Source: an optimization exercise on an open RTL-to-GDS flow (aim: small area, a short achievable clock period and few clock cycles). Production flows keep margins and buffers that such runs may drop.
Only simulation tests tie the RTL to the original design; equivalence was not proved.
No activity file was given, so power comes from the tool's default toggle rates.

File: flow/design.v
module sign_extend(
	input [15:0] imm,
	output [31:0] ext
);
assign ext = {{16{imm[15]}}, imm};
endmodule
module reg_file(
	input clk,
	input [31:0] r1_sel,
	input [31:0] r2_sel,
	input [4:0] r3_addr,
	input [31:0] r3_din,
	input r3_wr,
	output reg [31:0] r1_dout,
	output reg [31:0] r2_dout
);
reg [31:0] rf [0:31];
integer i;
always @(posedge clk)
	if (r3_wr)
		rf[r3_addr] <= r3_din;
always @(*) begin
	r1_dout = 32'd0;
	r2_dout = 32'd0;
	for (i = 0; i < 32; i = i + 1) begin
		r1_dout = r1_dout | ({32{r1_sel[i]}} & rf[i]);
		r2_dout = r2_dout | ({32{r2_sel[i]}} & rf[i]);
	end
end
endmodule
module alu(
	input [31:0] alu_a,
	input [31:0] alu_b,
	output [31:0] alu_out,
	output gtz
);
assign alu_out = alu_a + alu_b;
wire zero = ((alu_a ^ alu_b) == {alu_a[30:0] | alu_b[30:0], 1'b0});
assign gtz = ~alu_out[31] & ~zero;
endmodule
module pc(
	input [31:0] word,
	input [5:0] wpc,
	output redir,
	output [5:0] tgt
);
wire is_j = word[31:26] == 6'b000010;
wire is_b = word[31:26] == 6'b000111;
assign redir = is_j | (is_b & word[15]);
assign tgt = is_j ? word[5:0] : wpc + word[5:0] + 6'd1;
endmodule
module cu(
	input [5:0] op,
	output is_add,    
	output is_addi,
	output is_lw,
	output is_sw,
	output is_bgtz
);
assign is_addi = op == 6'b001000;
assign is_add = (op == 6'b000000) | is_addi;
assign is_lw = op == 6'b100011;
assign is_sw = op == 6'b101011;
assign is_bgtz = op == 6'b000111;
endmodule
module top(
	input clk, rst_n,
	output [5:0] mem_raddr,
	input [31:0] mem_rdata,
	output mem_we,
	output [5:0] mem_waddr,
	output [31:0] mem_wdata
);
localparam NB = 4;               
reg [5:0]  raddr_q;      
reg        ra_fetch;     
reg [5:0]  npc;          
reg        fvalid;       
reg [5:0]  fpc;          
reg        fhit;         
reg [NB-1:0] bv;
reg [5:0]  btag [0:NB-1];
reg [5:0]  btgt [0:NB-1];
reg [1:0]  brr;          
reg        ins_q;        
reg [5:0]  ins_pc, ins_tgt;   
reg        svalid;
reg [31:0] sk_word;
reg [5:0]  spc;
reg        sredir;
reg        spend;
reg        dvalid;
reg [31:0] ir;
reg [31:0] dsel_a, dsel_b;
reg        fa_q, fb_q;   
reg [31:0] rv;           
reg [5:0]  dpc;
reg        dredir;       
reg        dpend;        
reg [5:0]  dtgt;         
reg        evalid;
reg        e_add, e_lw, e_sw, e_bgtz, e_j, e_pred;
reg [31:0] e_a, e_b;
reg [5:0]  e_maddr;
reg [4:0]  e_dest;
reg [5:0]  e_pc, e_tgt;
reg        we_q;         
reg        lwp;          
reg        lwb;          
reg [4:0]  lwp_dest, lwb_dest;
reg        kill;         
integer i;
wire       f_redir;
wire [5:0] f_tgt;
pc pd(.word(mem_rdata), .wpc(fpc), .redir(f_redir), .tgt(f_tgt));
wire       s_redir_unused;
wire [5:0] s_tgt;
pc pds(.word(sk_word), .wpc(spc), .redir(s_redir_unused), .tgt(s_tgt));
wire f_isb = mem_rdata[31:26] == 6'b000111;
wire [31:0] sum;
wire        gtz;
alu alu_1(.alu_a(e_a), .alu_b(e_b), .alu_out(sum), .gtz(gtz));
wire e_go = evalid & ~kill;
wire lw_issue = e_go & e_lw;        
wire lw_cancel = lwp & e_go & e_add & (e_dest == lwp_dest);
wire        rf_we = (e_go & e_add) | lwb;
wire [4:0]  rf_wa = lwb ? lwb_dest : e_dest;
wire [31:0] rf_wd = lwb ? mem_rdata : sum;
wire d_add, d_addi, d_lw, d_sw, d_bgtz;
cu dec(.op(ir[31:26]), .is_add(d_add), .is_addi(d_addi), .is_lw(d_lw),
       .is_sw(d_sw), .is_bgtz(d_bgtz));
wire d_j = ir[31:26] == 6'b000010;
wire [4:0] rs = ir[25:21];
wire [4:0] rt = ir[20:16];
wire [31:0] r1, r2;
reg_file register(
	.clk(clk),
	.r1_sel(dsel_a), .r2_sel(dsel_b),
	.r3_addr(rf_wa), .r3_din(rf_wd), .r3_wr(rf_we),
	.r1_dout(r1), .r2_dout(r2)
);
wire [31:0] simm;
sign_extend se(.imm(ir[15:0]), .ext(simm));
wire fwd_a = fa_q;
wire fwd_b = fb_q;
wire [31:0] opa = fwd_a ? rf_wd : r1;
wire [31:0] opb = d_addi ? simm : fwd_b ? rf_wd : r2;
wire [5:0]  maddr_f = rf_wd[5:0] + ir[5:0];
wire [5:0]  maddr_r = r1[5:0] + ir[5:0];
wire [5:0]  maddr = fwd_a ? maddr_f : maddr_r;
wire dlive = dvalid & ~kill;
wire d_rs = d_add | d_addi | d_lw | d_sw | d_bgtz;
wire d_rt = (ir[31:26] == 6'b000000) | d_sw | d_bgtz;
wire lu = lw_issue & ((d_rs & rs == e_dest) | (d_rt & rt == e_dest));
wire dfire = dlive & ~lwp & ~lu & ~(lw_issue & dpend);
wire flive = fvalid & ~kill;
wire sw_hit = (dvalid & (dpc == e_maddr)) | (svalid & (spc == e_maddr)) |
              (fvalid & (fpc == e_maddr)) | (ra_fetch & (raddr_q == e_maddr));
wire e_mis = e_go & ((e_bgtz & (gtz ^ e_pred)) | (e_sw & sw_hit));
wire [5:0] e_alt = (e_pred | e_sw) ? e_pc + 6'd1 : e_tgt;
reg [NB-1:0] bhit;
reg [5:0]    bsel;
always @(*) begin
	bsel = 6'd0;
	for (i = 0; i < NB; i = i + 1) begin
		bhit[i] = bv[i] & (btag[i] == raddr_q);
		bsel = bsel | ({6{bhit[i]}} & btgt[i]);
	end
end
wire bpred = ra_fetch & (|bhit);
wire [5:0] succ = !ra_fetch ? npc : bpred ? bsel : raddr_q + 6'd1;
wire req_d  = dlive & dpend;
wire f_pend = f_redir & ~fhit;                  
wire take_d = ~lw_issue & req_d;                
wire [5:0] seq_addr = take_d ? dtgt : succ;
wire drop_f = lw_issue & lu & dlive;
reg [NB-1:0] bm_pc, bm_st;
always @(*)
	for (i = 0; i < NB; i = i + 1) begin
		bm_pc[i] = bv[i] & (btag[i] == e_pc);
		bm_st[i] = bv[i] & (btag[i] == e_maddr);
	end
wire b_ins = e_go & (e_j | (e_bgtz & gtz));
wire b_del = e_go & e_bgtz & ~gtz;
wire b_any = |bm_pc;
wire ins_ok = ins_q & ~(we_q & (e_maddr == ins_pc)) & ~(b_del & (e_pc == ins_pc));
wire [NB-1:0] b_clr = we_q ? bm_st : b_del ? bm_pc : {NB{1'b0}};
wire d_accept = ~dvalid | dfire;
wire [31:0] d_word = svalid ? sk_word : mem_rdata;    
wire [4:0] d_dest = (ir[31:26] == 6'b000000) ? ir[15:11] : rt;
wire [4:0] dest_next = lwp ? lwp_dest : d_dest;
wire       we_next = (dfire & d_add) | (lwp & ~lw_cancel);     
wire [4:0] rs_next = d_accept ? d_word[25:21] : rs;
wire [4:0] rt_next = d_accept ? d_word[20:16] : rt;
wire [31:0] rv_next = rv | ({31'd0, rf_we} << rf_wa);
wire f_keep = flive & ~take_d;                  
wire f_pt = f_redir | (fhit & f_isb);           
always @(posedge clk or negedge rst_n)
	if (!rst_n) begin
		rv <= 32'd0;
		ra_fetch <= 1'b1;
		npc <= 6'd0;
		fvalid <= 1'b0;
		fhit <= 1'b0;
		svalid <= 1'b0;
		dvalid <= 1'b0;
		dpend <= 1'b0;
		evalid <= 1'b0;
		we_q <= 1'b0;
		lwp <= 1'b0;
		lwb <= 1'b0;
		kill <= 1'b0;
		bv <= {NB{1'b0}};
		brr <= 2'd0;
		ins_q <= 1'b0;
	end else begin
		kill <= e_mis;
		lwp <= lw_issue;
		lwb <= lwp & ~lw_cancel;
		we_q <= dfire & d_sw & ~e_mis;
		evalid <= dfire;
		rv <= rv_next;
		if (lw_issue)
			npc <= drop_f ? (ra_fetch ? raddr_q : npc) : succ;
		ra_fetch <= ~lw_issue;
		fvalid <= ra_fetch & ~take_d & ~drop_f;
		fhit <= bpred;
		if (kill) begin
			dvalid <= 1'b0;
			svalid <= 1'b0;
			dpend <= 1'b0;
		end else if (d_accept) begin
			if (svalid) begin
				dvalid <= ~take_d;
				dpend <= spend & ~take_d;
				svalid <= f_keep;
			end else begin
				dvalid <= f_keep;
				dpend <= f_keep & f_pend;
			end
		end else begin
			if (take_d) begin
				dpend <= 1'b0;
				svalid <= 1'b0;
			end else
				svalid <= svalid | f_keep;
		end
		ins_q <= b_ins & ~b_any;
		if (ins_q) begin
			bv <= (bv & ~b_clr & ~(4'd1 << brr)) | ({3'd0, ins_ok} << brr);
			brr <= brr + 2'd1;
		end else
			bv <= bv & ~b_clr;
	end
always @(posedge clk) begin
	if (ins_q) begin
		btag[brr] <= ins_pc;
		btgt[brr] <= ins_tgt;
	end
	ins_pc <= e_pc;
	ins_tgt <= e_tgt;
end
always @(posedge clk)
	raddr_q <= !rst_n ? 6'd0 : e_mis ? e_alt : lw_issue ? e_maddr : seq_addr;
always @(posedge clk) begin
	fpc <= raddr_q;
	e_pc <= dpc;
	e_tgt <= dtgt;
	e_a <= opa;
	e_b <= opb;
	e_maddr <= maddr;
	e_add <= d_add;
	e_lw <= d_lw;
	e_sw <= d_sw;
	e_bgtz <= d_bgtz;
	e_j <= d_j;
	e_pred <= dredir;
	if (dfire)
		e_dest <= d_dest;
	lwp_dest <= e_dest;
	lwb_dest <= lwp_dest;
	dsel_a <= (32'd1 << rs_next) & rv_next;
	dsel_b <= (32'd1 << rt_next) & rv_next;
	fa_q <= we_next & (dest_next == rs_next);
	fb_q <= we_next & (dest_next == rt_next);
	if (d_accept) begin
		if (svalid) begin
			ir <= sk_word;
			dpc <= spc;
			dredir <= sredir;
			dtgt <= s_tgt;
		end else begin
			ir <= mem_rdata;
			dpc <= fpc;
			dredir <= f_pt;
			dtgt <= f_tgt;
		end
	end
	if (svalid ? d_accept : ~d_accept) begin
		sk_word <= mem_rdata;
		spc <= fpc;
		sredir <= f_pt;
		spend <= f_pend;
	end
end
assign mem_raddr = raddr_q;
assign mem_we = we_q;
assign mem_waddr = e_maddr;
assign mem_wdata = e_b;
endmodule
File: flow/flow/run.sh
#!/bin/bash
set -euo pipefail
bash standard.sh synth > synth.log 2>&1
bash standard.sh SETUP_SLACK_MARGIN=7.05 \
  "CTS_ARGS=-sink_clustering_enable -repair_clock_nets -dont_use_dummy_load -sink_clustering_size 20 -sink_clustering_max_diameter 120" \
  finish > layout.log 2>&1
File: flow/standard.sh
#!/bin/bash
# synth_recipe.tcl (not shown) runs the flow's synth.tcl, then flattens the netlist and writes it again
# the make line also repeats each setting of config.mk as NAME=value (left out here)
make -C /OpenROAD-flow-scripts/flow DESIGN_CONFIG=/design/flow/config.mk WORK_HOME=/design/flow/orfs CLKGATE_MAP_FILE= SYNTH_SCRIPT=/design/flow/synth_recipe.tcl "${@:-finish}"
File: flow/config.mk
export PLATFORM = sky130hd
export DESIGN_NAME = top
export DESIGN_NICKNAME = top
export VERILOG_FILES = /design/flow/design.v
export SDC_FILE = /design/flow/constraint.sdc
export NUM_CORES = 8
export LEC_CHECK = 0
export ABC_CLOCK_PERIOD_IN_PS = 3000
export CAP_MARGIN = 20
export CORE_MARGIN = 2
export CORE_UTILIZATION = 25
export PLACE_DENSITY = 0.45
export SETUP_SLACK_MARGIN = 5
export SLEW_MARGIN = 20
File: flow/constraint.sdc
create_clock -name core_clock -period 10.0 [get_ports {clk}]
set_input_delay 2.0000 -clock core_clock [delete_from_list [all_inputs] [get_ports {clk}]]
set_output_delay 2.0000 -clock core_clock [all_outputs]
set_load 0.01 [all_outputs]
==> summary.md, run 1 <==
| Metric | Value |
|---|---|
| Nets | a little under 5000 |
| Mapped Cells | 4347 |
| Vias in the first global route | 47257 |
| Layout cell share with drive strength beyond 1 | 26.59% |
| IO Port Bufs | 78 |
| Dpl cells | between 7000 and 8000 |
| Hold Vio Cnt, Final | 0 |
| Mux cell area share after synthesis | 1.533% |
| Clock share of power | 17.7% |
| Layout Skew | around 0.10 ns |
| GR Overflow Total | 0 |
| Sequential fraction of the synthesis area | 66.42% |
| CTS Buffer Depth | 3 |
| Setup crit end kind | output port |
| Most used cell, CP | buf_6 |
| Post-synthesis register bit count | 1406 |
| Critical path's top delay family | flip-flops |
| Top FF cell, synth | edfxtp_1 |
| Internal Power | 0.01221 W |
| Post-CTS Hold Fix Bufs | 0 |
| DR WL/cell | 42.08 um |
| Synth warnings | 2 |
| Most frequent cells in the layout | edfxtp_1 (1162), a22o_1 (312), a221oi_1 (300) |
| RSZ-0062 raised after global routing | yes |
| Reg2reg start | e_b[2] |
| Clock latency (worst-skew pair) | approximately 0.76 ns |
| TritonCTS clock tree | done |
| I/O pins | 79 |
| Core ar. | 240300 um^2 |
| Power Density | 252.6 nW/um^2 |
| Psw | roughly 0.007 W |
| Syn Area/Cell | ~14 um^2 |
| Drt drc | 0 |
| Worst slew pin tran | 1.264 ns |
| WL final | 334600 um |
| Hold WC Path Type | register to register |
| Cell variety after synth | 86 |
| Non-filler cells in the finished layout | 7953 |
| Crit path buf inv count | 2 |
| Pin count of the biggest net entering global routing | 69 |
| Largest family of logic cells by synthesized area | compound AO/OA/AOI/OAI gates |
| Initial core utilization | between 20 and 30% |
| Arrival time worst endpoint | 1.33 ns |
| Gr usage total | 25.93% |
| GPL Wtd Cong | 0.8971 |
| Root Driver | clkbuf_16 |
| Status | complete, no violations |
| Via total after detailed routing | 50795 |
| Initial DRC count | 10760 |
| Worst Setup Start Kind | register |
| Detail Route Antenna Nets | 0 |
| Simple-gate area share of the yosys netlist | 6.738% |
| Number of max-cap violations | 0 |
| Worst Setup SP | e_b[2] |
| Synthesized-area fraction occupied by adder cells | 1.855% |
| Critical path's largest stage delay | 0.35 ns |
| Via/cell ratio | 6.387 |
| FMAX | approximately 300 MHz |
| H-tree Lvls | 3 |
| Critical path, cell by cell | buf_6 > buf_6 |
| P_leak | around 25 nW |
| Max Transition Viols Final | 0 |
| Initial antenna violation count | 18 |
| Clk sinks | 1406 |
| Synth Area in XOR/XNOR | between 2 and 3% |
| Die H | slightly below 500 um |
| Hold path cells | 0 |
| Post-synth EDFFs | 1162 |
| Die Area | 245200 um^2 |
| Post-synthesis compound-gate area fraction | 17.85% |
| Asr flop ratio synth | ~4.0% |
| Post-synthesis cell area | 60310 um^2 |
| CTS Buf Count | 80 |
| TNS Setup | 0 ns |
| Slowest CP cell | dfxtp_2 |
| Endpoints failing setup | 0 |
| Slew headroom | 15.72% |
| R2R depth | 14 |
| Commonest non-fill, non-tap cell in the layout | edfxtp_1 |
| CP Depth | 2 |
| Layout area overhead | 26.11% |
| Cell Rows | 180 |
| Reg power frac | 43.3% |
| Peak VDD IR | 0.1538 mV |
| Dpl hpwl | 179600 um |
| Comb pwr share | approximately two fifths |
| DRT Pass-1 Iters | 7 |
| Critical setup path kind | register to output port |
| First-pass GRT wire length | 433600 um |
| Sw frac | a little over a third |
| Syn nets | between 4000 and 5000 |
| Worst-path fanout max | 2 |
| Final Cycle Share | 33.30% |
| Req. time, crit path | 8.00 ns |
| Die X | between 400 and 500 um |
| Final Critical Period | between 3 and 4 ns |
| Clk pin slew, worst setup/hold paths | 0.10 ns |
| Worst Hold Launch | dredir |
[power by group through the flow]
stage          logic, W  registers [W]  clock network, W
4_1_cts         0.00629        0.00831           0.00342
2_1_floorplan   0.00263        0.00815                 0
3_3_place_gp    0.00435        0.00855                 0
6_report        0.00749        0.00831           0.00341
5_1_grt         0.00775        0.00836           0.00359
3_5_place_dp    0.00436        0.00855                 0
[synth_stat cells, types with 14 or more instances]
| library cell | number | share of area, % |
|---|---|---|
| a22oi_1 | 295 | 3.7 |
| mux2_2 | 55 | 1.0 |
| dfrtp_1 | 55 | 2.3 |
| nand3_1 | 145 | 1.2 |
| dfxtp_1 | 188 | 6.2 |
| nand2_1 | 121 | 0.75 |
| inv_1 | 148 | 0.92 |
| a222oi_1 | 64 | 1.1 |
| or3_1 | 22 | 0.23 |
| buf_1 | 42 | 0.26 |
| a22o_1 | 313 | 4.5 |
| mux2i_1 | 24 | 0.40 |
| a221oi_1 | 314 | 4.6 |
| clkbuf_1 | 237 | 1.5 |
| nor4_1 | 47 | 0.49 |
| ha_1 | 83 | 1.7 |
| edfxtp_1 | 1162 | 58 |
| a21o_1 | 31 | 0.39 |
| nor3_1 | 96 | 0.80 |
| xnor2_1 | 118 | 1.7 |
| a21oi_1 | 149 | 1.2 |
| and3_1 | 14 | 0.15 |
| nand4_1 | 122 | 1.3 |
| nor2_1 | 118 | 0.73 |
| and2_1 | 22 | 0.23 |
| xor2_1 | 82 | 1.2 |
| o21ai_0 | 65 | 0.54 |
[worst paths after layout]
kind | to | slack [ns]
worst max-delay path | mem_wdata[2] | 6.67
worst min-delay path | e_pred | 0.35
worst max register to register | register.rf[8][13] | 6.70
worst min register to register | e_pred | 0.35
max in group asynchronous | lwb | 7.72
min in group asynchronous | bv[1] | 1.50
[layout make-up]
type                    count  area (um^2)
well taps                3185         3985
inverters                 149        634.4
diodes                     15        37.54
repair buffers            567         6613
flip-flops and latches   1406        40300
fillers                 23544       164200
multi-input cells        2534        22350
clock buffers              80         2002
repair inverters           17        138.9
[flip-flops by register name, summed over array words and instances (netlist names), 24 cells and up]
| name | count |
|---|---|
| sk_word | 32 |
| register.rf | 1024 |
| ir | 32 |
| btag | 24 |
| e_b | 32 |
| e_a | 32 |
| dsel_b | 32 |
| dsel_a | 32 |
| rv | 32 |
| btgt | 24 |
[per-layer routing]
layer / vias up / part of all wire (%) / track usage (%)
met5: - / 0.15 / 0.07828
met4: 26 / 7.1 / 14.35
met3: 1366 / 15 / 10.09
met2: 5000 / 41 / 38.25
met1: 25831 / 36 / 32.35
li1: 18572 / - / -
[cell families after synthesis]
logic type,after synthesis
flops,1406
compound gates,1367
simple gates,773
buf+inv,431
xor+xnor,200
fa+ha+maj,87
mux,83
[through the flow]
step                total power, W  utilization (%)  setup WS, ns  hold slack (ns)  area, um^2
floorplan                  0.01078                -         6.521           0.3233       60820
global placement           0.01290            27.40         5.191           0.3312       65840
detailed placement         0.01290            27.40         5.410           0.3342       65850
CTS                        0.01801            30.63         6.676           0.3442       73600
global route               0.01970            31.64         6.657           0.3578       76030
finish                     0.01921            31.65         6.670           0.3515       76060
[timing repair]
| item | in CTS | in global routing |
|---|---|---|
| pin swaps | 132 | 120 |
| buffers inserted | 230 | 76 |
| resized for setup | 971 | 272 |
| endpoints found under the setup margin | 2195 | 1286 |
| cloned | 49 | 23 |
Testbench counts, summed over its fixed seeds: cycles 18,487.
==> run 2: changes to the inputs <==
==> flow/flow/run.sh (replaced) <==
#!/bin/bash
set -euo pipefail
bash standard.sh synth > synth.log 2>&1
bash standard.sh SETUP_SLACK_MARGIN=6.9 \
  "CTS_ARGS=-sink_clustering_enable -repair_clock_nets -dont_use_dummy_load -sink_clustering_size 20 -sink_clustering_max_diameter 120" \
  finish > layout.log 2>&1
==> summary.md, run 2 <==
| Metric | Value |
|---|---|
| Root Driver | clkbuf_16 |
| Die H | 495.2 um |
| Post-DP Area | 65770 um^2 |
| R2R Setup Slk | 6.77 ns |
| Drt drc | 0 |
| Critical path's largest stage delay | roughly 0.38 ns |
| CTS Buf Count | 80 |
| Clk pin slew, worst setup/hold paths | 0.08 ns |
| Worst-path fanout max | 3 |
| H-tree Lvls | 3 |
| Vias in the first global route | 46195 |
| Syn nets | 4468 |
| Ranking of synthesized cells by area | edfxtp_1 (58%), dfxtp_1 (6.2%), a221oi_1 (4.6%) |
| Dpl hpwl | about 180000 um |
| I/O pins | 79 |
| Critical setup path kind | register to output port |
| Sequential fraction of the synthesis area | between 60% and 70% |
| Max reg flops | 1024 |
| Commonest non-fill, non-tap cell in the layout | edfxtp_1 |
| Status | complete, no violations |
| Initial core utilization | 25.10% |
| Worst Setup Start Kind | register |
| Gr usage total | 25.48% |
| Final Util | a little under a third |
| Reg2reg start | e_b[1] |
| DR WL/cell | 42.07 um |
| Slowest CP cell | dfxtp_4 |
| Hold path cells | 0 |
| Peak VDD IR | 0.1322 mV |
| Synth warnings | 2 |
| Asr flop ratio synth | between 3 and 4% |
| Die Area | 245200 um^2 |
| Arrival time worst endpoint | 1.29 ns |
| TNS Setup | 0 ns |
| R2R depth | 13 |
| Via/cell ratio | roughly 6.4 |
| Post-CTS Hold Fix Bufs | 0 |
| Final Critical Period | 3.288 ns |
| Layout cell share with drive strength beyond 1 | 22.28% |
| Endpoints failing setup | 0 |
| Worst Hold End | e_pred |
| Post-synthesis register bit count | 1406 |
| WL final | 329500 um |
| Setup crit end kind | output port |
| FMAX | 304.1 MHz |
| Leading area contributor after synthesis | edfxtp_1 |
| Clock latency (worst-skew pair) | 0.77 ns |
| Largest Register | register.rf |
| WHS | 0.3568 ns |
| Hold Vio Cnt, Final | 0 |
| Initial antenna violation count | 32 |
| R2R Path End | register.rf[12][13] |
| RSZ-0062 raised after global routing | yes |
| Cell variety after synth | 86 |
| Max Transition Viols Final | 0 |
| Critical path, cell by cell | buf_8 |
| Die X | 495.2 um |
| GR Overflow Total | 0 |
| Most frequent cells in the layout | edfxtp_1 (1162), a22o_1 (312), a221oi_1 (299) |
| Clk sinks | about 1400 |
| DRT Pass-1 Iters | 10 |
| Initial DRC count | 10649 |
| Post-route design area | 73120 um^2 |
| Critical path's top delay family | flip-flops |
| Post-synth top cells | edfxtp_1 (1162), a221oi_1 (314), a22o_1 (313) |
| Core ar. | 240300 um^2 |
| CTS Buffer Depth | 3 |
| Slew headroom | 15.33% |
| Number of max-cap violations | 0 |
| Top FF cell, synth | edfxtp_1 |
| Post-synth EDFFs | roughly 1200 |
| Power Density | 242.7 nW/um^2 |
| Layout area overhead | 21.23% |
| Nets | 4746 |
| First-pass GRT wire length | 424500 um |
| Post-synthesis cell area | 60310 um^2 |
| Req. time, crit path | 8.00 ns |
| Worst slew pin tran | 1.260 ns |
| GPL Wtd Cong | 0.9004 |
| Top cell type's share of synthesized area | 57.85% |
| P_leak | 24.29 nW |
| Final Cycle Share | roughly 33% |
| TritonCTS clock tree | done |
| Layout Skew | 0.1058 ns |
| IO Port Bufs | 78 |
| Cell Rows | between 150 and 200 |
| Detail Route Antenna Nets | 0 |
| Syn Area/Cell | 13.87 um^2 |
| Dominant cell by count in the synthesized netlist | edfxtp_1 |
| Hold WC Path Type | register to register |
| Crit path buf inv count | 1 |
| Pin count of the biggest net entering global routing | between 60 and 70 |
| Worst Hold Launch | dredir |
| Mapped Cells | 4347 |
| Via total after detailed routing | 49863 |
==> run 2: cell types whose count changed in the layout (fill, tap and decap cells not counted), moves of 9 or more <==
| cell | previous run | this run |
|---|---|---|
| buf_6 | 140 | 77 |
| nor4_1 | 11 | 30 |
| mux2_4 | 17 | 6 |
| a21oi_4 | 19 | 8 |
| a21oi_1 | 112 | 128 |
| diode_2 | 15 | 24 |
| buf_12 | 75 | 43 |
| o21ai_2 | 15 | 6 |
| nor4_4 | 15 | 4 |
==> run 2: worst max path at each step <==
stage                  start                  end  cells after the start
2_1_floorplan   mem_rdata[1]              dtgt[5]                      9
3_3_place_gp   mem_rdata[27]  register.rf[15][27]                      4
3_5_place_dp   mem_rdata[27]   register.rf[0][27]                      4
4_1_cts           e_maddr[3]         mem_waddr[3]                      1
5_1_grt              e_b[12]        mem_wdata[12]                      1
6_report             e_b[12]        mem_wdata[12]                      1
==> run 2: repair_timing <==
action | in CTS | in global routing
gates resized for setup | 733 | 227
pin swaps | 64 | 87
gates cloned | 22 | 13
setup endpoints to repair | 2068 | 746
buffers inserted | 122 | 88
==> run 2: final cells by class <==
class	count	area (um^2)
Tap cell	3185	3985
Antenna cell	24	60.06
Clock buffer	80	2002
Fill cell	23814	167200
Timing Repair Buffer	459	5071
Inverter	149	613.1
Multi-Input combinational cell	2519	20990
Sequential cell	1406	40330
Timing Repair inverter	10	75.07
==> run 2: where the power goes <==
part           switching (W)  internal [W]  total [W]  leakage [nW]
clock                0.00197       0.00143    0.00340         0.986
combinational        0.00385       0.00216    0.00602          10.1
sequential          0.000543       0.00779    0.00833          13.2
total                0.00637        0.0114     0.0177          24.3
==> run 2: stage by stage <==
stage | power (W) | instances | setup WS [ns]
floorplan | 0.01074 | 4347 | 6.506
global placement | 0.01288 | 7481 | 5.248
detailed placement | 0.01287 | 7481 | 5.233
CTS | 0.01707 | 7705 | 6.361
global route | 0.01826 | 7810 | 6.693
finish | 0.01775 | 7832 | 6.712
==> run 2: kinds of logic (layout without fill, tap and decap cells) <==
family                   Yosys count  in the layout  share of synthesized area (%)
other                              0             24                              0
AND/OR/NAND/NOR                  773            776                          6.738
multiplexers                      83             84                          1.533
buffers and inverters            431            698                          2.699
flip-flops                      1406           1406                          66.42
adder cells (fa/ha/maj)           87             87                          1.855
XOR/XNOR                         200            200                          2.904
AO/OA/AOI/OAI                   1367           1372                          17.85
==> run 2: per-layer routing <==
layer  wire [um]  GRT usage, %
met5         402        0.1566
met4       25370         15.34
met3       48950         9.268
met2      136700         37.65
met1      118100         31.68
==> run 3: changes to the inputs <==
==> flow/flow/run.sh (replaced) <==
#!/bin/bash
set -euo pipefail
bash standard.sh synth > synth.log 2>&1
bash standard.sh SETUP_SLACK_MARGIN=6.9 \
  "CTS_ARGS=-sink_clustering_enable -repair_clock_nets -dont_use_dummy_load -sink_clustering_size 24 -sink_clustering_max_diameter 90" \
  finish > layout.log 2>&1
==> summary.md, run 3 <==
| Metric | Value |
|---|---|
| P_leak | 24.21 nW |
| Worst Setup Start Kind | register |
| Final Util | 30.41% |
| RSZ-0062 raised after global routing | yes |
| Number of max-cap violations | 0 |
| Nets | 4742 |
| Initial antenna violation count | 22 |
| GR Overflow Total | 0 |
| Req. time, crit path | 8.00 ns |
| CP Depth | 1 |
| Largest Register | register.rf |
| Post-synthesis cell area | 60310 um^2 |
| DRT Pass-1 Iters | 10 |
| First-pass GRT wire length | 424400 um |
| Hold Vio Cnt, Final | 0 |
| TritonCTS clock tree | done |
| Hold WC Path Type | register to register |
| CTS Buf Count | 72 |
| Layout area overhead | 21.15% |
| Final Cycle Share | 32.63% |
| Top FF cell, synth | edfxtp_1 |
| I/O pins | 79 |
| Die Area | 245200 um^2 |
| Syn Area/Cell | 13.87 um^2 |
| Layout cell share with drive strength beyond 1 | about 22% |
| Critical path's largest stage delay | 0.44 ns |
| Arrival time worst endpoint | around 1.3 ns |
| Comb pwr share | 34.5% |
| CTS Buffer Depth | 3 |
| R2R Path End | e_a[23] |
| Critical path's top delay family | flip-flops |
| Detail Route Antenna Nets | 0 |
| WHS | 0.3689 ns |
| Vias in the first global route | 46076 |
| Die X | 495.2 um |
| Critical setup path kind | register to output port |
| Clock share of power | 18.3% |
| Reg2reg start | e_b[8] |
| Status | complete, no violations |
| R2R Setup Slk | 6.75 ns |
| Reg power frac | 47.2% |
| Asr flop ratio synth | 3.983% |
| Psw | 0.006382 W |
| Dpl hpwl | 177400 um |
| Post-synth top cells | edfxtp_1 (1162), a221oi_1 (314), a22o_1 (313) |
| Worst-path fanout max | 2 |
| Cell Rows | 180 |
| Slew headroom | 14.59% |
| Layout Skew | ~0.13 ns |
| Via/cell ratio | 6.317 |
| Setup crit end kind | output port |
| Gr usage total | about 25% |
| Internal Power | 0.01127 W |
| Commonest non-fill, non-tap cell in the layout | edfxtp_1 |
| Critical path, cell by cell | buf_6 |
| Drt drc | 0 |
| Max Transition Viols Final | 0 |
| Die H | between 400 and 500 um |
| Sequential fraction of the synthesis area | 66.42% |
| Syn nets | 4468 |
| Max reg flops | 1024 |
| Crit path buf inv count | 1 |
| Cell variety after synth | between 80 and 90 |
| WL final | 329600 um |
| FMAX | 306.5 MHz |
| R2R depth | 13 |
| IO Port Bufs | 78 |
| Sw frac | 36.14% |
| Initial DRC count | 10803 |
| Synth warnings | 2 |
| Clk sinks | 1406 |
| DR WL/cell | ~42 um |
| Clock latency (worst-skew pair) | 0.78 ns |
| Mapped Cells | 4347 |
| Pin count of the biggest net entering global routing | just under 70 |
| Ranking of synthesized cells by area | edfxtp_1 (58%), dfxtp_1 (6.2%), a221oi_1 (4.6%) |
| Worst Setup SP | we_q |
| Clk pin slew, worst setup/hold paths | 0.10 ns |
| Final Critical Period | 3.263 ns |
| Slowest CP cell | dfrtp_2 |
| Initial core utilization | 25.10% |
| Dominant cell by count in the synthesized netlist | edfxtp_1 |
| Worst slew pin tran | 1.281 ns |
| Power Density | 241.6 nW/um^2 |
| H-tree Lvls | 3 |
| Peak VDD IR | 0.1740 mV |
| Top cell type's share of synthesized area | 57.85% |
| Via total after detailed routing | 49478 |
| Post-synthesis register bit count | 1406 |
| Most frequent cells in the layout | edfxtp_1 (1162), a22o_1 (312), a221oi_1 (300) |
| Core ar. | 240300 um^2 |
| Leading area contributor after synthesis | edfxtp_1 |
| Root Driver | clkbuf_16 |
| Endpoints failing setup | 0 |
| Post-synth EDFFs | roughly 1200 |
| TNS Setup | 0 ns |
| Critical path capture point | mem_we |
| Fillers | 23810 |
| GPL Wtd Cong | around 0.9 |
run 3: cell counts after synthesis:
Identical to the previous run, type by type.
run 3: worst min-delay path by stage:
stage                   to  slack [ns]  cells after the start   start
detailed placement  e_pred        0.34                      0  dredir
global route        e_pred        0.39                      0  dredir
finish              e_pred        0.37                      0  dredir
floorplan           e_pred        0.32                      0  dredir
global placement    e_pred        0.34                      0  dredir
CTS                 e_pred        0.37                      0  dredir
run 3: per-stage QoR:
stage / total power (W) / area [um^2] / setup WS, ns / std cells
3_3_place_gp: 0.01288 / 65750 / 5.248 / 7481
2_1_floorplan: 0.01074 / 60660 / 6.506 / 4347
4_1_cts: 0.01690 / 70880 / 6.352 / 7693
5_1_grt: 0.01816 / 73010 / 6.696 / 7807
6_report: 0.01766 / 73070 / 6.737 / 7833
3_5_place_dp: 0.01287 / 65770 / 5.233 / 7481
run 3: kinds of logic (layout without fill, tap and decap cells):
kind of cell / Yosys count / count (layout) / share of synthesized area [%]
multiplexers: 83 / 84 / 1.533
other: 0 / 29 / 0
XOR/XNOR: 200 / 200 / 2.904
adder cells (fa/ha/maj): 87 / 87 / 1.855
AO/OA/AOI/OAI: 1367 / 1373 / 17.85
AND/OR/NAND/NOR: 773 / 776 / 6.738
buffers and inverters: 431 / 693 / 2.699
flip-flops: 1406 / 1406 / 66.42
run 3: area by class of cell:
class                      count  area (um^2)  share of cell area, %
timing repair inverter        13        97.59                 0.1336
inverter                     149        615.6                 0.8425
multi-input combinational   2520        20960                  28.68
sequential                  1406        40330                  55.19
clock buffer                  72         1802                  2.466
timing repair buffer         459         5209                  7.128
tap                         3185         3985                  5.454
antenna                       29        72.57                0.09931
run 3: timing repair:
item / CTS / global route
resized for setup: 727 / 246
pin swaps: 73 / 91
setup endpoints to repair: 2101 / 905
hold buffers: 0 / 0
cloned: 19 / 23
buffers inserted: 121 / 87
run 3: layer usage:
metal / global-route usage, % / wire, um / up-vias
met4: 15.21 / 24850 / 14
met3: 9.257 / 50070 / 1312
li1: - / - / 18311
met1: 31.89 / 118300 / 24883
met5: 0 / 451 / -
met2: 37.47 / 135900 / 4958
run 3: power groups by stage:
stage                     logic [W]  clock network, W  registers, W
after global routing        0.00635           0.00343       0.00838
after floorplan             0.00259                 0       0.00815
after global placement      0.00431                 0       0.00857
after detailed placement    0.00431                 0       0.00856
after CTS                   0.00533           0.00325       0.00832
final                       0.00609           0.00324       0.00833
==> run 4: changes to the inputs <==
==> flow/flow/run.sh (replaced) <==
#!/bin/bash
set -euo pipefail
bash standard.sh synth > synth.log 2>&1
bash standard.sh SETUP_SLACK_MARGIN=6.9 \
  "CTS_ARGS=-sink_clustering_enable -repair_clock_nets -dont_use_dummy_load -sink_clustering_size 16 -sink_clustering_max_diameter 150" \
  finish > layout.log 2>&1
==> summary.md, run 4 <==
| Metric | Value |
|---|---|
| Syn Area/Cell | around 14 um^2 |
| Setup crit end kind | output port |
| Ranking of synthesized cells by area | edfxtp_1 (58%), dfxtp_1 (6.2%), a221oi_1 (4.6%) |
| Post-synthesis cell area | 60310 um^2 |
| Layout Skew | about 0.086 ns |
| TritonCTS clock tree | done |
| Critical setup path kind | register to output port |
| FMAX | 304.1 MHz |
| Sequential fraction of the synthesis area | 66.42% |
| Peak VDD IR | 0.1800 mV |
| Clk sinks | 1406 |
| Number of max-cap violations | 0 |
| Post-synth EDFFs | 1162 |
| Via/cell ratio | approximately 6.4 |
| Vias in the first global route | 46234 |
| DRT Pass-1 Iters | 9 |
| Asr flop ratio synth | 3.983% |
| Detail Route Antenna Nets | 0 |
| IO Port Bufs | 78 |
| P_leak | around 24 nW |
| Cell variety after synth | 86 |
| Nets | 4758 |
| Arrival time worst endpoint | 1.29 ns |
| Layout cell share with drive strength beyond 1 | 21.81% |
| Post-DP Area | 65770 um^2 |
| Most frequent cells in the layout | edfxtp_1 (1162), a22o_1 (312), a221oi_1 (299) |
| Commonest non-fill, non-tap cell in the layout | edfxtp_1 |
| Clock latency (worst-skew pair) | 0.78 ns |
| Fillers | 23798 |
| Syn nets | 4468 |
| Pin count of the biggest net entering global routing | 69 |
| Root Driver | clkbuf_16 |
| Non-filler cells in the finished layout | 7844 |
| Power Density | ~250 nW/um^2 |
| Via total after detailed routing | 49973 |
| Layout area overhead | 21.60% |
| WL final | 330100 um |
| Req. time, crit path | 8.00 ns |
| Max Transition Viols Final | 0 |
| Cell Rows | 180 |
| Die X | between 400 and 500 um |
| Post-synthesis register bit count | about 1400 |
| Critical path's top delay family | flip-flops |
| Max reg flops | 1024 |
| Top FF cell, synth | edfxtp_1 |
| Final Cycle Share | between 30% and 40% |
| Worst Setup Start Kind | register |
| Hold Vio Cnt, Final | 0 |
| Largest Register | register.rf |
| Initial DRC count | 10720 |
| Dpl cells | between 7000 and 8000 |
| CTS Buffer Depth | 3 |
| GR Overflow Total | 0 |
| Slew headroom | 15.48% |
| GPL Wtd Cong | 0.9004 |
| Slowest CP cell | dfxtp_2 |
| CTS Buf Count | 97 |
| Drt drc | 0 |
| Critical path's largest stage delay | 0.36 ns |
| Post-synth top cells | edfxtp_1 (1162), a221oi_1 (314), a22o_1 (313) |
| Dominant cell by count in the synthesized netlist | edfxtp_1 |
| H-tree Lvls | 3 |
| Synth warnings | 2 |
| DR WL/cell | 42.08 um |
| Post-route design area | 73340 um^2 |
| Final Util | 30.52% |
| Clk pin slew, worst setup/hold paths | 0.07 ns |
| Worst-path fanout max | 3 |
| Worst slack, placed | about 5.2 ns |
| Core ar. | 240300 um^2 |
| Endpoints failing setup | 0 |
| Mapped Cells | 4347 |
| Status | complete, no violations |
| Min setup slack post-route | between 6 and 7 ns |
| RSZ-0062 raised after global routing | yes |
| Leading area contributor after synthesis | edfxtp_1 |
| First-pass GRT wire length | ~420000 um |
| Worst slew pin tran | 1.258 ns |
| I/O pins | 79 |
| Hold WC Path Type | register to register |
| Critical path, cell by cell | buf_6 |
| Final Critical Period | 3.289 ns |
| Dpl hpwl | 177400 um |
| Die Area | around 250000 um^2 |
| Gr usage total | 25.47% |
| Die H | 495.2 um |
| Initial core utilization | 25.10% |
| TNS Setup | 0 ns |
| Crit path buf inv count | 1 |
| Top cell type's share of synthesized area | 57.85% |
| Initial antenna violation count | 24 |
## run 4: report_power, final
| group | switching [W] | internal (W) |
|---|---|---|
| Clock | 0.00205 | 0.00171 |
| Combinational | 0.00381 | 0.00214 |
| Sequential | 0.000543 | 0.00779 |
| Total | 0.00640 | 0.0116 |
## run 4: metal layers
layer	vias to the layer above	track usage (%)	share of wire, %
li1	18317	-	-
met1	25244	31.82	36
met2	5091	37.35	41
met3	1311	9.305	15
met4	10	15.53	7.5
met5	-	0.1566	0.078
## run 4: cells by family (layout without fill, tap and decap cells)
group           Yosys count  count (layout)  synth area share (%)
fa+ha+maj                87              87                 1.855
buf+inv                 431             713                 2.699
compound gates         1367            1370                 17.85
flops                  1406            1406                 66.42
other cells               0              24                     0
mux                      83              84                 1.533
xor+xnor                200             200                 2.904
simple gates            773             775                 6.738
## run 4: stage by stage
step | hold WS, ns | total power [W]
2_1_floorplan | 0.3233 | 0.01074
3_3_place_gp | 0.3381 | 0.01288
3_5_place_dp | 0.3416 | 0.01287
4_1_cts | 0.3589 | 0.01744
5_1_grt | 0.3793 | 0.01856
6_report | 0.3612 | 0.01804
## run 4: worst paths after layout
check / cells after the start / endpoint / slack [ns] / from
max: 1 / mem_wdata[11] / 6.71 / e_b[11]
max in group asynchronous: 2 / lwb / 7.70 / rst_n
max reg2reg: 12 / e_a[16] / 6.78 / e_b[0]
min reg2reg: 0 / e_pred / 0.36 / dredir
min: 0 / e_pred / 0.36 / dredir
min in group asynchronous: 2 / bv[3] / 1.54 / rst_n
## run 4: area by class of cell
type                       count  area, um^2  area share [%]
timing repair buffer         457        5120           6.981
sequential                  1406       40310           54.97
multi-input combinational   2516       20730           28.27
inverter                     149       621.8          0.8479
clock buffer                  97        2427           3.310
tap                         3185        3985           5.434
antenna                       24       60.06         0.08189
timing repair inverter        10       75.07          0.1024
## run 4: what timing repair did
item | in CTS | in global routing
gates resized for setup | 699 | 227
hold buffers | 0 | 0
cloned | 19 | 17
pin swaps | 72 | 81
buffers inserted | 123 | 80
endpoints found under the setup margin | 2065 | 835
==> run 5: changes to the inputs <==
==> flow/flow/run.sh (replaced) <==
#!/bin/bash
set -euo pipefail
bash standard.sh synth > synth.log 2>&1
bash standard.sh SETUP_SLACK_MARGIN=6.8 \
  "CTS_ARGS=-sink_clustering_enable -repair_clock_nets -dont_use_dummy_load -sink_clustering_size 20 -sink_clustering_max_diameter 120" \
  finish > layout.log 2>&1
--- a/flow/config.mk
+++ b/flow/config.mk
@@ -8,7 +8,7 @@
 export ABC_CLOCK_PERIOD_IN_PS = 3000
 export CAP_MARGIN = 20
 export CORE_MARGIN = 2
-export CORE_UTILIZATION = 25
-export PLACE_DENSITY = 0.45
+export CORE_UTILIZATION = 40
+export PLACE_DENSITY = 0.6
 export SETUP_SLACK_MARGIN = 5
 export SLEW_MARGIN = 20
==> summary.md, run 5 <==
| Metric | Value |
|---|---|
| Leading area contributor after synthesis | edfxtp_1 |
| Max Transition Viols Final | 0 |
| Root Driver | clkbuf_16 |
| FMAX | approximately 290 MHz |
| Max reg flops | approximately 1000 |
| Hold Vio Cnt, Final | 0 |
| Final Util | 46.21% |
| Post-synthesis register bit count | 1406 |
| I/O pins | a little under 80 |
| Ranking of synthesized cells by area | edfxtp_1 (58%), dfxtp_1 (6.2%), a221oi_1 (4.6%) |
| Endpoints failing setup | 0 |
| R2R depth | 7 |
| Cell variety after synth | 86 |
| P_leak | 23.28 nW |
| Peak VDD IR | approximately 0.14 mV |
| Initial antenna violation count | 20 |
| Post-synthesis cell area | 60310 um^2 |
| R2R Path End | e_b[4] |
| Initial core utilization | 40.27% |
| Final Cycle Share | approximately a third |
| Power Density | 246.7 nW/um^2 |
| Met3 WL | 55890 um |
| M1 wire length | 93860 um |
| Initial DRC count | 11994 |
| Worst-path fanout max | 17 |
| Most frequent cells in the layout | edfxtp_1 (1162), a22o_1 (312), a221oi_1 (308) |
| Post-synth EDFFs | 1162 |
| Layout area overhead | 14.76% |
| Sw frac | 35.24% |
| WHS | 0.3464 ns |
| Total power | roughly 0.017 W |
| CTS Buf Count | 80 |
| Top cell type's share of synthesized area | between 50 and 60% |
| WL final | between 200000 and 300000 um |
| First-pass GRT wire length | 380200 um |
| R2R Setup Slk | 6.53 ns |
| Clk pin slew, worst setup/hold paths | about 0.090 ns |
| Synth warnings | 2 |
| H-tree Lvls | 3 |
| Critical setup path kind | register to register |
| Clk sinks | 1406 |
| Detail Route Antenna Nets | 0 |
| Die Area | 153900 um^2 |
| Slew headroom | just under 8% |
| Setup crit end kind | register |
| Metal2 WL | between 100000 and 150000 um |
| Syn Area/Cell | roughly 14 um^2 |
| Post-synth top cells | edfxtp_1 (1162), a221oi_1 (314), a22o_1 (313) |
| Commonest non-fill, non-tap cell in the layout | edfxtp_1 |
| Via total after detailed routing | 49966 |
| Cell Rows | ~140 |
| Layout Skew | 0.09413 ns |
| Worst Setup SP | dsel_b[17] |
| TNS Setup | 0 ns |
| IO Port Bufs | 78 |
| Worst Setup Start Kind | register |
| TritonCTS clock tree | done |
| Vias in the first global route | 45715 |
| Mapped Cells | around 4300 |
| Largest Register | register.rf |
| DR WL/cell | between 40 and 50 um |
| Sequential fraction of the synthesis area | roughly two thirds |
| Clock share of power | 19.6% |
| GR Overflow Total | 0 |
| GPL Wtd Cong | between 0.9 and 1 |
| CTS Buffer Depth | 3 |
| Psw | 0.006020 W |
| Hold WC Path Type | register to register |
| Number of max-cap violations | 0 |
| Pin count of the biggest net entering global routing | 69 |
| Req. time, crit path | 10.64 ns |
| Status | complete, no violations |
| Critical path capture point | e_b[4] |
| Nets | 4629 |
| Dominant cell by count in the synthesized netlist | edfxtp_1 |
| Arrival time worst endpoint | 4.11 ns |
| Worst Hold Launch | dredir |
| Drt drc | 0 |
| Internal Power | 0.01106 W |
| Core ar. | 149800 um^2 |
| Via/cell ratio | 7.645 |
| Final Critical Period | 3.471 ns |
| Die H | slightly below 400 um |
| Worst slew pin tran | between 1 and 1.5 ns |
| Top sig layer | met5 |
| Clock latency (worst-skew pair) | between 0.7 and 0.8 ns |
| Asr flop ratio synth | 3.983% |
| Top FF cell, synth | edfxtp_1 |
| DRT Pass-1 Iters | 13 |
| Die X | 392.3 um |
| Reg2reg start | dsel_b[17] |
| Dpl hpwl | 155300 um |
| Layout cell share with drive strength beyond 1 | 18.51% |
| Reg power frac | 48.9% |
| Comb pwr share | 31.6% |
| Gr usage total | between 30% and 40% |
| Syn nets | 4468 |
| RSZ-0062 raised after global routing | yes |
-- run 5: cell counts after synthesis --
No cell type changed its count.
-- run 5: worst min path at each step --
stage                   to  slack [ns]  cells past startpoint
floorplan           e_pred        0.32                      0
global placement    e_pred        0.34                      0
detailed placement  e_pred        0.33                      0
CTS                 e_pred        0.34                      0
global route        e_pred        0.36                      0
finish              e_pred        0.35                      0
-- run 5: cell families (layout without fill, tap and decap cells) --
kind of cell | Yosys count | in the layout | share of synthesized area (%)
XOR/XNOR | 200 | 200 | 2.904
flip-flops | 1406 | 1406 | 66.42
other | 0 | 14 | 0
buffers and inverters | 431 | 583 | 2.699
AO/OA/AOI/OAI | 1367 | 1369 | 17.85
multiplexers | 83 | 84 | 1.533
adder cells (fa/ha/maj) | 87 | 87 | 1.855
AND/OR/NAND/NOR | 773 | 777 | 6.738
-- run 5: metal layers --
layer / global-route usage (%) / vias up
li1: - / 18036
met1: 43.25 / 24283
met2: 49.31 / 5907
met3: 20.13 / 1706
met4: 23.18 / 34
met5: 0.3190 / -
-- run 5: area by class of cell --
type	count	area, um^2
Fill cell	13116	80560
Sequential cell	1406	40320
Multi-Input combinational cell	2517	20260
Timing Repair Buffer	345	3406
Tap cell	2016	2522
Clock buffer	80	2002
Inverter	149	604.3
Timing Repair inverter	9	67.56
Antenna cell	14	35.03
-- run 5: worst max-delay path, cell delays in order, from the launching register on --
cell and delay (ns):
dfxtp_2 1.07, buf_4 0.62, a22o_1 0.23, a221oi_1 0.05
nand4_1 0.15, nor3_1 0.06, a221oi_1 1.00, a21o_1 0.18
-- run 5: timing repair --
| item | 4_1_cts | 5_1_grt |
|---|---|---|
| buffers inserted | 74 | 57 |
| pin swaps | 27 | 52 |
| gates resized for setup | 549 | 168 |
| hold buffers | 0 | 0 |
| setup endpoints to repair | 1982 | 891 |
| gates cloned | 12 | 6 |
-- run 5: power by group through the flow --
stage / clock network, W / logic [W] / registers (W)
2_1_floorplan: 0 / 0.00258 / 0.00815
3_3_place_gp: 0 / 0.00404 / 0.00858
3_5_place_dp: 0 / 0.00409 / 0.00858
4_1_cts: 0.00331 / 0.00471 / 0.00832
5_1_grt: 0.00350 / 0.00561 / 0.00838
6_report: 0.00334 / 0.00539 / 0.00835
-- run 5: through the flow --
| stage | std cells | instance area (um^2) | worst slack [ns] |
|---|---|---|---|
| 4_1_cts | 6456 | 67900 | 6.569 |
| 5_1_grt | 6522 | 69180 | 6.703 |
| 2_1_floorplan | 4347 | 60620 | 6.506 |
| 3_3_place_gp | 6289 | 64100 | 5.379 |
| 6_report | 6536 | 69220 | 6.529 |
| 3_5_place_dp | 6290 | 64120 | 5.347 |
==> run 6: changes to the inputs <==
==> flow/flow/run.sh (replaced) <==
#!/bin/bash
set -euo pipefail
bash standard.sh synth > synth.log 2>&1
bash standard.sh SETUP_SLACK_MARGIN=7.0 \
  "CTS_ARGS=-sink_clustering_enable -repair_clock_nets -dont_use_dummy_load -sink_clustering_size 20 -sink_clustering_max_diameter 120" \
  finish > layout.log 2>&1
==> summary.md, run 6 <==
| Metric | Value |
|---|---|
| CTS Buffer Depth | 3 |
| Cell variety after synth | 86 |
| Endpoints failing setup | 0 |
| Post-synthesis compound-gate area fraction | ~18% |
| First-pass GRT wire length | 387400 um |
| Comb pwr share | 37.0% |
| I/O pins | 79 |
| Layout Skew | 0.1179 ns |
| IO Port Bufs | roughly 80 |
| Post-CTS Hold Fix Bufs | 0 |
| Nets | just under 5000 |
| WL final | 299200 um |
| Clock latency (worst-skew pair) | 0.75 ns |
| Die H | 392.3 um |
| Post-DP Area | 64200 um^2 |
| Met1 usage | between 40% and 50% |
| Peak VDD IR | 0.1550 mV |
| Total power | about 0.019 W |
| Syn Area/Cell | 13.87 um^2 |
| Most frequent cells in the layout | edfxtp_1 (1162), a22o_1 (312), a221oi_1 (302) |
| Initial DRC count | 12543 |
| Worst slew pin tran | 1.367 ns |
| Synth warnings | 2 |
| Final Critical Period | 3.287 ns |
| Pin count of the biggest net entering global routing | 69 |
| Arrival time worst endpoint | 1.29 ns |
| Slew headroom | 8.170% |
| GR Overflow Total | 0 |
| Ranking of synthesized cells by area | edfxtp_1 (58%), dfxtp_1 (6.2%), a221oi_1 (4.6%) |
| Top cell type's share of synthesized area | 57.85% |
| Final Cycle Share | about a third |
| Crit path buf inv count | 1 |
| Setup crit end kind | output port |
| Fillers | 12631 |
| Post-synthesis cell area | approximately 60000 um^2 |
| Drt drc | 0 |
| Multi-input gate area | 21870 um^2 |
| Leading area contributor after synthesis | edfxtp_1 |
| Via/cell ratio | 7.621 |
| Mux cell area share after synthesis | approximately 1.5% |
| Hold Vio Cnt, Final | 0 |
| Reg power frac | between 40% and 50% |
| Vias in the first global route | 46504 |
| Core ar. | 149800 um^2 |
| Post-synthesis register bit count | 1406 |
| Met2 usage | roughly half |
| Sequential fraction of the synthesis area | 66.42% |
| Largest family of logic cells by synthesized area | compound AO/OA/AOI/OAI gates |
| Critical setup path kind | register to output port |
| WHS | 0.3804 ns |
| Critical path's top delay family | flip-flops |
| Max reg flops | between 1000 and 1500 |
| Dominant cell by count in the synthesized netlist | edfxtp_1 |
| Worst Setup SP | we_q |
| Detail Route Antenna Nets | 0 |
| Psw | 0.006699 W |
| Simple-gate area share of the yosys netlist | 6.738% |
| Power Density | 253.5 nW/um^2 |
| Initial antenna violation count | 18 |
| Non-filler cells in the finished layout | 6717 |
| Top FF cell, synth | edfxtp_1 |
| Initial core utilization | 40.27% |
| Die Area | 153900 um^2 |
| DR WL/cell | approximately 45 um |
| Dpl cells | about 6300 |
| Number of max-cap violations | 0 |
| Syn nets | 4468 |
| Via total after detailed routing | 51188 |
| Commonest non-fill, non-tap cell in the layout | edfxtp_1 |
| H-tree Lvls | 3 |
| Sw frac | 36.15% |
| Reg2reg start | e_b[0] |
| Root Driver | clkbuf_16 |
| DRT Pass-1 Iters | 13 |
| Storage element area | 40320 um^2 |
| Dpl hpwl | 151600 um |
| Req. time, crit path | 8.00 ns |
| Worst Hold Launch | lwp_dest[2] |
| P_leak | about 25 nW |
| Status | complete, no violations |
| FMAX | 304.2 MHz |
| Layout cell share with drive strength beyond 1 | 25.05% |
| Critical path, cell by cell | buf_6 |
| Post-route design area | 73090 um^2 |
| RSZ-0062 raised after global routing | yes |
| Worst-path fanout max | 2 |
| CTS Buf Count | 80 |
| TritonCTS clock tree | done |
| GPL Wtd Cong | 0.9717 |
| TNS Setup | 0 ns |
| Worst Setup Start Kind | register |
| Clock share of power | 18.1% |
| Synth Area in XOR/XNOR | 2.904% |
| Layout area overhead | 21.19% |
| Internal Power | 0.01183 W |
| Cell Rows | 142 |
| Largest Register | register.rf |
| Max Transition Viols Final | 0 |
| Clk sinks | 1406 |
| Grt peak-use layer | met2 |
| Post-synth EDFFs | 1162 |
| Post-synth top cells | edfxtp_1 (1162), a221oi_1 (314), a22o_1 (313) |
| Asr flop ratio synth | 3.983% |
| Slowest CP cell | dfrtp_2 |
| Synthesized-area fraction occupied by adder cells | 1.855% |
| Die X | 392.3 um |
| Clk pin slew, worst setup/hold paths | 0.09 ns |
| Critical path's largest stage delay | 0.45 ns |
| Mapped Cells | 4347 |
| Gr usage total | 36.72% |
| Met3 Use GR | 19.73% |
| Hold WC Path Type | register to register |
[run 6: cells by family (layout without fill, tap and decap cells)]
kind of cell,after synthesis,after routing
compound gates,1367,1372
flops,1406,1406
other cells,0,23
fa+ha+maj,87,87
mux,83,88
xor+xnor,200,200
buf+inv,431,746
simple gates,773,779
[run 6: final timing paths]
| path | end | slack [ns] | cells after the start |
|---|---|---|---|
| setup / recovery | mem_we | 6.71 | 1 |
| hold / removal | lwb_dest[2] | 0.38 | 0 |
| setup reg to reg | e_a[20] | 6.71 | 11 |
| hold reg to reg | lwb_dest[2] | 0.38 | 0 |
| max in group asynchronous | svalid | 7.82 | 2 |
| min in group asynchronous | bv[0] | 1.48 | 2 |
[run 6: worst register-to-register path: stages (launching register included)]
cell and delay, ns:
dfxtp_2 0.35, buf_6 0.12, ha_4 0.15, fa_2 0.35, a21o_1 0.23, a221oi_4 0.35
a22o_4 0.22, o22ai_4 0.10, o41ai_4 0.28, xnor2_2 0.19, mux2_4 0.42, a2bb2oi_4 0.40
[run 6: final cells by class]
class                      count  area share (%)
timing repair buffer         504           7.631
sequential                  1406           55.16
multi-input combinational   2526           29.92
tap                         2016           3.451
timing repair inverter        13          0.1558
clock buffer                  80           2.739
antenna                       23         0.07874
inverter                     149          0.8696
[run 6: what timing repair did]
action	in CTS	in global routing
gates cloned	23	30
gates resized for setup	781	368
setup buffers	166	105
pin swaps	103	130
endpoints found under the setup margin	2099	1036
[run 6: power by group through the flow]
stage	Clock (W)	Sequential (W)	Combinational (W)
floorplan	0	0.00815	0.00261
global placement	0	0.00853	0.00412
detailed placement	0	0.00853	0.00417
CTS	0.00332	0.00829	0.00546
global route	0.00351	0.00835	0.00702
finish	0.00336	0.00831	0.00686
[run 6: stage by stage]
stage | worst slack (ns) | util [%]
finish | 6.713 | 48.80
global route | 6.703 | 48.77
CTS | 6.691 | 46.72
detailed placement | 5.417 | 42.87
global placement | 5.444 | 42.85
floorplan | 6.506 | -
[run 6: per-layer routing]
layer / vias up / share of wire, %
li1: 18433 / -
met1: 24838 / 32
met2: 6048 / 39
met3: 1824 / 19
met4: 45 / 9.0
met5: - / 0.38
==> run 7: changes to the inputs <==
==> flow/flow/run.sh (replaced) <==
#!/bin/bash
set -euo pipefail
bash standard.sh synth > synth.log 2>&1
bash standard.sh SETUP_SLACK_MARGIN=6.9 \
  "CTS_ARGS=-sink_clustering_enable -repair_clock_nets -dont_use_dummy_load -sink_clustering_size 20 -sink_clustering_max_diameter 120" \
  finish > layout.log 2>&1
==> summary.md, run 7 <==
| Metric | Value |
|---|---|
| Fillers | 12927 |
| Largest family of logic cells by synthesized area | compound AO/OA/AOI/OAI gates |
| RSZ-0062 raised after global routing | yes |
| FMAX | approximately 300 MHz |
| I/O pins | 79 |
| Final Critical Period | 3.247 ns |
| R2R depth | 12 |
| Worst Hold End | ins_tgt[4] |
| WHS | 0.3541 ns |
| Cell Rows | around 140 |
| Arrival time worst endpoint | 1.25 ns |
| Max reg flops | ~1000 |
| First-pass GRT wire length | 381100 um |
| CTS Buf Count | 80 |
| Ranking of synthesized cells by area | edfxtp_1 (58%), dfxtp_1 (6.2%), a221oi_1 (4.6%) |
| Root Driver | clkbuf_16 |
| Clk sinks | 1406 |
| IO Port Bufs | 78 |
| DR WL/cell | between 40 and 50 um |
| Pin count of the biggest net entering global routing | 69 |
| Multi-input gate area | between 20000 and 25000 um^2 |
| GPL Wtd Cong | 0.9694 |
| Storage element area | 40330 um^2 |
| H-tree Lvls | 3 |
| Gr usage total | 36.14% |
| Via total after detailed routing | 50005 |
| Post-synthesis cell area | 60310 um^2 |
| Worst-path fanout max | 2 |
| Initial antenna violation count | 18 |
| Worst Hold Launch | e_tgt[4] |
| Synth warnings | 2 |
| Top cell type's share of synthesized area | between 50% and 60% |
| Dpl hpwl | 154000 um |
| Mapped Cells | 4347 |
| Final Cycle Share | 32.47% |
| Worst slew pin tran | 1.238 ns |
| WL final | 290400 um |
| Commonest non-fill, non-tap cell in the layout | edfxtp_1 |
| Hold WC Path Type | register to register |
| Die X | 392.3 um |
| Number of max-cap violations | 0 |
| Status | complete, no violations |
| GR Overflow Total | 0 |
| Dominant cell by count in the synthesized netlist | edfxtp_1 |
| Clock latency (worst-skew pair) | 0.76 ns |
| Most frequent cells in the layout | edfxtp_1 (1162), a22o_1 (312), a221oi_1 (304) |
| Leading area contributor after synthesis | edfxtp_1 |
| Syn Area/Cell | 13.87 um^2 |
| Cell variety after synth | 86 |
| Crit path buf inv count | 1 |
| Layout area overhead | 16.88% |
| R2R Path End | register.rf[3][13] |
| Nets | 4695 |
| TNS Setup | 0 ns |
| Critical setup path kind | register to output port |
| Vias in the first global route | 45497 |
| Mux cell area share after synthesis | 1.533% |
| Sequential fraction of the synthesis area | 66.42% |
| Hold path cells | 0 |
| DRT Pass-1 Iters | 14 |
| Clk pin slew, worst setup/hold paths | about 0.090 ns |
| Core ar. | 149800 um^2 |
| Worst Setup Start Kind | register |
| Layout Skew | 0.1185 ns |
| Die H | 392.3 um |
| Setup crit end kind | output port |
| R2R Setup Slk | 6.79 ns |
| Largest Register | register.rf |
| Synth Area in XOR/XNOR | 2.904% |
| Syn nets | 4468 |
| Post-synthesis compound-gate area fraction | ~18% |
| Power Density | 249.2 nW/um^2 |
| Hold Vio Cnt, Final | 0 |
| Drt drc | 0 |
| Via/cell ratio | ~7.6 |
| Layout cell share with drive strength beyond 1 | about a fifth |
| Reg2reg start | e_b[0] |
| Endpoints failing setup | 0 |
| Top FF cell, synth | edfxtp_1 |
| TritonCTS clock tree | done |
| Critical path, cell by cell | buf_6 |
| Simple-gate area share of the yosys netlist | 6.738% |
| Peak VDD IR | 0.1570 mV |
| Post-synth top cells | edfxtp_1 (1162), a221oi_1 (314), a22o_1 (313) |
| Initial core utilization | 40.27% |
| Initial DRC count | 12474 |
| Synthesized-area fraction occupied by adder cells | 1.855% |
| Post-synth EDFFs | about 1200 |
| Die Area | 153900 um^2 |
| Slowest CP cell | dfrtp_2 |
| Req. time, crit path | 8.00 ns |
| Detail Route Antenna Nets | 0 |
| Slew headroom | 17.50% |
| Critical path's largest stage delay | 0.44 ns |
| Critical path's top delay family | flip-flops |
| P_leak | 23.74 nW |
| CTS Buffer Depth | 3 |
| Post-synthesis register bit count | 1406 |
| Max Transition Viols Final | 0 |
| Asr flop ratio synth | between 3 and 4% |
==> run 7: cell counts after synthesis <==
Identical to the previous run, type by type.
==> run 7: kinds of logic (layout without fill, tap and decap cells) <==
logic type / Yosys count / count (layout)
muxes: 83 / 86
AOI/OAI and AO/OA: 1367 / 1369
adders and majority gates: 87 / 87
and+or+nand+nor: 773 / 776
DFF: 1406 / 1406
buffers and inverters: 431 / 648
xor gates and xnor gates: 200 / 200
other: 0 / 22
==> run 7: worst max path at each step <==
stage / depth (start not counted) / end / startpoint / slack [ns]
6_report: 1 / mem_we / we_q / 6.75
4_1_cts: 10 / dsel_a[0] / kill / 6.52
2_1_floorplan: 9 / dtgt[5] / mem_rdata[1] / 6.51
3_5_place_dp: 4 / register.rf[1][27] / mem_rdata[27] / 5.36
3_3_place_gp: 4 / e_a[19] / mem_rdata[19] / 5.21
5_1_grt: 1 / mem_we / we_q / 6.73
==> run 7: final cells by class <==
cell class / instances / area share (%)
Sequential cell: 1406 / 57.21
Multi-Input combinational cell: 2518 / 29.40
Timing Repair Buffer: 407 / 5.868
Tap cell: 2016 / 3.578
Clock buffer: 80 / 2.840
Inverter: 149 / 0.8839
Timing Repair inverter: 12 / 0.1384
Antenna cell: 22 / 0.07810
==> run 7: what timing repair did <==
item,in CTS,in global routing
pin swaps,68,75
setup endpoints to repair,2104,1231
hold buffers,0,0
buffers inserted,108,83
resized for setup,606,242
cloned,15,10
==> run 7: through the flow <==
stage | instances | power (W) | utilization (%) | worst slack, ns | cell area, um^2
floorplan | 4347 | 0.01074 | - | 6.506 | 60660
global placement | 6290 | 0.01264 | 42.81 | 5.210 | 64130
detailed placement | 6290 | 0.01268 | 42.82 | 5.360 | 64140
CTS | 6493 | 0.01660 | 45.74 | 6.524 | 68500
global route | 6591 | 0.01796 | 47.03 | 6.727 | 70450
finish | 6610 | 0.01757 | 47.07 | 6.753 | 70490
==> run 7: per-layer routing <==
metal | GRT usage, % | wire [um] | up-vias
li1 | - | - | 18200
met1 | 43.23 | 93380 | 24189
met2 | 50.22 | 115800 | 5850
met3 | 18.89 | 55180 | 1746
met4 | 23.97 | 25090 | 20
met5 | 1.053 | 941 | -
==> run 7: report_power, final <==
part	leakage, nW	switching (W)	internal, W
logic	9.59	0.00378	0.00213
clock network	0.986	0.00192	0.00142
registers	13.2	0.000522	0.00779

port drivers added, routing unchanged:
No port has a modelled driver above. Below, the same layouts with a new extraction and two added sets of constraints. Step 1 sets driving cells, clkbuf_16 on the clock port and buf_2 on the other inputs (assumed; they add their load-dependent delay and slew). Step 2 moves the port delays by t, midway between the first and last clock arrival at a register: inputs arrive t later, outputs are due t later. That takes back most of the time a late clock gives input paths. Slacks: no drivers / after step 1 / after step 2; pairs: no drivers / after step 1.
run	t, ns	setup slack, ns	worst data-port slew with drivers (ns)	pins driven straight from the clock port
run 1	0.818	6.670 / 6.566 / 6.111	0.09	1
run 2	0.817	6.712 / 6.621 / 6.063	0.12	1
run 3	0.807	6.737 / 6.642 / 6.068	0.10	1
run 4	0.835	6.711 / 6.616 / 6.120	0.11	1
run 5	0.817	6.529 / 6.529 / 5.947	0.09	1
run 6	0.783	6.713 / 6.625 / 6.063	0.09	1
run 7	0.787	6.753 / 6.658 / 6.016	0.09	1
After both steps setup and hold are still met in every run listed. For run 7, which loses most, drivers alone change the setup slack by -0.095 ns; drivers and shift together by -0.737 ns.
